This is an optimization exercise on Yosys and OpenROAD, whose aim is small area, not a production implementation.
Function was checked by simulation only, so behaviour that the tests miss may differ from the original.
The clock port is modelled as an ideal driver; clocking choices that lean on that would not hold on a real chip.
Power figures rest on the tool's default switching activity, not on a simulated workload.

## JK
==> module lcd_display, before the edit <==
module lcd_display #(parameter cnt1ms = 2)(
    input clk,
    input reset,
    input set_time,
    input [11:0] set_year,
    input [4:0] set_month,
    input [7:0] set_day,
    input [4:0] set_hour,
    input [5:0] set_min,
    input [5:0] set_sec,
    output lcd_e,
    output lcd_rs,
    output lcd_rw,
    output reg [7:0] lcd_data
    );
    reg [2:0] ph;
    reg [4:0] cnt;
    reg       lmode;
    reg       odd;
    reg [4:0] q;
    reg [11:0] year;
    reg [3:0]  month;
    reg [4:0]  day;
    reg [4:0]  hour;
    reg [5:0]  min;
    reg [5:0]  sec;
    assign lcd_rw = 1'b0;
    assign lcd_e  = (ph == 3'd2) || (ph == 3'd3);
    assign lcd_rs = lmode && (cnt != 5'd0);
    wire tick = (q == 5'd25) && (ph[1:0] == 2'b01);
    always @(posedge clk) begin
        if (!reset) begin
            ph    <= 3'd5;
            cnt   <= 5'd0;
            lmode <= 1'b0;
            odd   <= 1'b0;
            q     <= 5'd0;
        end else begin
            ph <= ph + 3'd1;
            if (ph == 3'd6) begin
                if (!lmode) begin
                    if (cnt == 5'd30) begin
                        lmode <= 1'b1;
                        cnt   <= 5'd1;
                    end else
                        cnt <= cnt + 5'd1;
                end else begin
                    if (cnt == 5'd16) cnt <= 5'd0;
                    else              cnt <= cnt + 5'd1;
                end
            end
            if (ph == 3'd7 && lmode && cnt == 5'd0)
                odd <= ~odd;
            if (ph[1:0] == 2'b00)
                q <= (q == 5'd25) ? 5'd1 : q + 5'd1;
        end
    end
    function [4:0] dim;
        input [3:0] m;
        begin
            case (m)
                4'd4, 4'd6, 4'd9, 4'd11: dim = 30;
                4'd2:                    dim = 28;
                default:                 dim = 31;
            endcase
        end
    endfunction
    always @(posedge clk) begin
        if (!reset) begin
            year  <= 12'd2024;
            month <= 4'd1;
            day   <= 5'd1;
            hour  <= 5'd0;
            min   <= 6'd0;
            sec   <= 6'd0;
        end else if (set_time) begin
            year  <= set_year;
            month <= set_month[3:0];
            day   <= set_day[4:0];
            hour  <= set_hour;
            min   <= set_min;
            sec   <= set_sec;
        end else if (tick) begin
            if (sec == 6'd59) begin sec <= 6'd0;
                if (min == 6'd59) begin min <= 6'd0;
                    if (hour == 5'd23) begin hour <= 5'd0;
                        if (day == dim(month)) begin day <= 5'd1;
                            if (month == 4'd12) begin month <= 4'd1; year <= year + 12'd1; end
                            else month <= month + 4'd1;
                        end else day <= day + 5'd1;
                    end else hour <= hour + 5'd1;
                end else min <= min + 6'd1;
            end else sec <= sec + 6'd1;
        end
    end
    wire [5:0] yhi = year / 7'd100;
    wire [6:0] ylo = year % 7'd100;
    reg [6:0] v;
    reg       units;
    wire [3:0] vt = v / 4'd10;
    wire [3:0] vu = v % 4'd10;
    reg       isdig;
    reg [7:0] ch;
    always @* begin
        v = 7'd0; units = 1'b0; isdig = 1'b0; ch = 8'h20;
        if (!odd) begin
            case (cnt)
                5'd1:  begin v = yhi;   units = 0; isdig = 1; end
                5'd2:  begin v = yhi;   units = 1; isdig = 1; end
                5'd3:  begin v = ylo;   units = 0; isdig = 1; end
                5'd4:  begin v = ylo;   units = 1; isdig = 1; end
                5'd5:  ch = 8'h2F;
                5'd6:  begin v = month; units = 0; isdig = 1; end
                5'd7:  begin v = month; units = 1; isdig = 1; end
                5'd8:  ch = 8'h2F;
                5'd9:  begin v = day;   units = 0; isdig = 1; end
                5'd10: begin v = day;   units = 1; isdig = 1; end
                default: ch = 8'h20;
            endcase
        end else begin
            case (cnt)
                5'd1:  begin v = hour;  units = 0; isdig = 1; end
                5'd2:  begin v = hour;  units = 1; isdig = 1; end
                5'd3:  ch = 8'h3A;
                5'd4:  begin v = min;   units = 0; isdig = 1; end
                5'd5:  begin v = min;   units = 1; isdig = 1; end
                5'd6:  ch = 8'h3A;
                5'd7:  begin v = sec;   units = 0; isdig = 1; end
                5'd8:  begin v = sec;   units = 1; isdig = 1; end
                default: ch = 8'h20;
            endcase
        end
        if (isdig)
            ch = {4'h3, units ? vu : vt};
    end
    reg [7:0] nd;
    always @* begin
        if (lmode) begin
            if (cnt == 5'd0) nd = {1'b1, odd, 6'd0};
            else             nd = ch;
        end else begin
            case (cnt)
                5'd1:  nd = 8'h01;
                5'd27: nd = (ph == 3'd7) ? 8'h00 : 8'h38;
                5'd28: nd = 8'h06;
                5'd29: nd = 8'h0C;
                5'd30: nd = 8'h80;
                default: nd = 8'h00;
            endcase
        end
    end
    always @(posedge clk) begin
        if (!reset)
            lcd_data <= 8'h00;
        else if (ph[0])
            lcd_data <= nd;
    end
endmodule
Settings: LEC_CHECK=0, ABC_AREA=1, CAP_MARGIN=20, CORE_MARGIN=2, CORE_UTILIZATION=65, SLEW_MARGIN=20; clock period 15.0 ns.
standard.sh (not shown) runs the stock make flow with config.mk's settings and CLKGATE_MAP_FILE= SYNTH_SCRIPT=/design/flow/synth_recipe.tcl, a recipe that flattens the netlist after the stock synthesis.
==> flow/flow/run.sh <==
#!/bin/bash
# Own flow: the standard layout, with two changes.
#  1. Synthesis: the standard flow's synthesis script, but ABC maps the combinational
#     logic with a stronger area script (flow/area.abc) and Yosys's
#     full/half-adder extraction is skipped so ABC sees all the logic.
#     Registers are untouched (ABC runs without -dff), so their names,
#     count and cell types are those of the standard synthesis.
#  2. Port buffers are sky130_fd_sc_hd__buf_1 instead of the default choice.
#  3. If flow/cts_args exists, it replaces the clock_tree_synthesis arguments.
set -euo pipefail
W=$(pwd)
F=$W/flow
cat > $W/own_synth.tcl <<EOT
proc abc {args} {
  set i [lsearch -exact \$args -script]
  if {\$i >= 0} { lset args [expr {\$i+1}] $F/area.abc }
  yosys abc {*}\$args
}
proc extract_fa {args} { }
source $W/synth_recipe.tcl
EOT
sed "s|SYNTH_SCRIPT=[^ ]*synth_recipe.tcl|SYNTH_SCRIPT=$W/own_synth.tcl|" $W/standard.sh > $W/own.sh
grep -q own_synth.tcl $W/own.sh
export BUFFER_PORTS_ARGS="-buffer_cell sky130_fd_sc_hd__buf_1"
if [[ -f $F/cts_args ]]; then export CTS_ARGS="$(cat $F/cts_args)"; fi
bash $W/own.sh > $W/flow_make.log 2>&1
==> flow/flow/area.abc <==
strash
&get -n
&deepsyn -J 100 -T 600
&put
dch -f
&get -n
&nf -R 1000
&put
topo
stime -c
==> flow/flow/cts_args <==
-sink_clustering_enable -repair_clock_nets -buf_list sky130_fd_sc_hd__clkbuf_4 -dont_use_dummy_load
> inputs changed (JK -> MS)
--- a/flow/design.v
+++ b/flow/design.v
@@ -10,11 +10,11 @@
     input [5:0] set_min,
     input [5:0] set_sec,
     output lcd_e,
     output lcd_rs,
     output lcd_rw,
-    output reg [7:0] lcd_data
+    output [7:0] lcd_data
     );
     reg [2:0] ph;
     reg [4:0] cnt;
     reg       lmode;
     reg       odd;
@@ -132,28 +132,56 @@
             endcase
         end
         if (isdig)
             ch = {4'h3, units ? vu : vt};
     end
-    reg [7:0] nd;
+    reg [3:0] ln;
+    reg [3:0] nl;
     always @* begin
         if (lmode) begin
-            if (cnt == 5'd0) nd = {1'b1, odd, 6'd0};
-            else             nd = ch;
+            if (cnt == 5'd0) nl = 4'h0;
+            else             nl = ch[3:0];
         end else begin
             case (cnt)
-                5'd1:  nd = 8'h01;
-                5'd27: nd = (ph == 3'd7) ? 8'h00 : 8'h38;
-                5'd28: nd = 8'h06;
-                5'd29: nd = 8'h0C;
-                5'd30: nd = 8'h80;
-                default: nd = 8'h00;
+                5'd1:  nl = 4'h1;
+                5'd27: nl = (ph == 3'd7) ? 4'h0 : 4'h8;
+                5'd28: nl = 4'h6;
+                5'd29: nl = 4'hC;
+                default: nl = 4'h0;
             endcase
         end
     end
     always @(posedge clk) begin
         if (!reset)
-            lcd_data <= 8'h00;
+            ln <= 4'h0;
         else if (ph[0])
-            lcd_data <= nd;
+            ln <= nl;
     end
+    reg [4:0] ec;       
+    reg       eodd;
+    reg       elm;
+    reg       early;    
+    reg [3:0] hn;
+    always @* begin
+        ec = cnt; eodd = odd; elm = lmode; early = 1'b0;
+        if (ph == 3'd7) begin
+            if (lmode && cnt == 5'd1) begin ec = 5'd0; elm = 1'b1; end
+            else if (lmode && cnt == 5'd0) ec = 5'd16;
+            else ec = cnt - 5'd1;
+        end else if (ph[2:1] == 2'b00) begin
+            early = 1'b1;
+            if (lmode && cnt == 5'd0) eodd = ~odd;
+        end
+        if (elm) begin
+            if (ec == 5'd0)      hn = {1'b1, eodd, 2'b00};
+            else if (!eodd)      hn = (ec == 5'd5 || ec == 5'd8 || ec > 5'd10) ? 4'h2 : 4'h3;
+            else                 hn = (ec > 5'd8) ? 4'h2 : 4'h3;
+        end else begin
+            case (ec)
+                5'd27:   hn = early ? 4'h0 : 4'h3;
+                5'd30:   hn = 4'h8;
+                default: hn = 4'h0;
+            endcase
+        end
+    end
+    assign lcd_data = {hn, ln};
 endmodule
Results
- Max fraction of met3 tracks used by global routing across MS and JK: MS
- Going from JK to MS, final sequential cell count shrank by a few percent.
- Compared with JK, in MS global-route wire length before repair went up 1.2%; met3 wire length went up by about 2%; post-route cell area moved down; highest cell delay on the worst timing path went down; share of cells above drive strength 1 decreased 0.42 points.
- MS vs. JK: simple-gate portion of the synthesized area went up by 2.0 points.
- Taking JK as the reference, in MS register area now smaller; portion of total power attributed to combinational logic has decreased; utilization of the core after routing saw a decrease.
- MS reports its start point of the critical path as year[7]$_SDFFE_PN1P_ while JK reports year[6]$_SDFFE_PN1P_.

==> re-timing with driven ports <==
How much do the figures lean on ideal ports? The routed layouts below were timed once more, with nothing changed but the port constraints. Step 1, drivers: a clkbuf_16 drives clk and a buf_2 each remaining input, both assumed. Step 2 times the ports against the registers' clock, not the clock port: input delays grow and output delays shrink by t, the midpoint of the rising clock arrivals with the driver on. Slacks: ideal ports / drivers / drivers and shift; pairs: ideal ports / drivers.
| run | shift t [ns] | setup slack, ns | worst setup path at the end | slew at the worst register clock pin (ns) | cell pins on the clock port's net |
|---|---|---|---|---|---|
| JK | 0.435 | 6.286 / 6.286 / 6.286 | register to register | 0.10 / 0.10 | 1 |
| MS | 0.417 | 6.483 / 6.483 / 6.483 | register to register | 0.11 / 0.11 | 1 |
After both steps setup and hold are still met in every run listed.
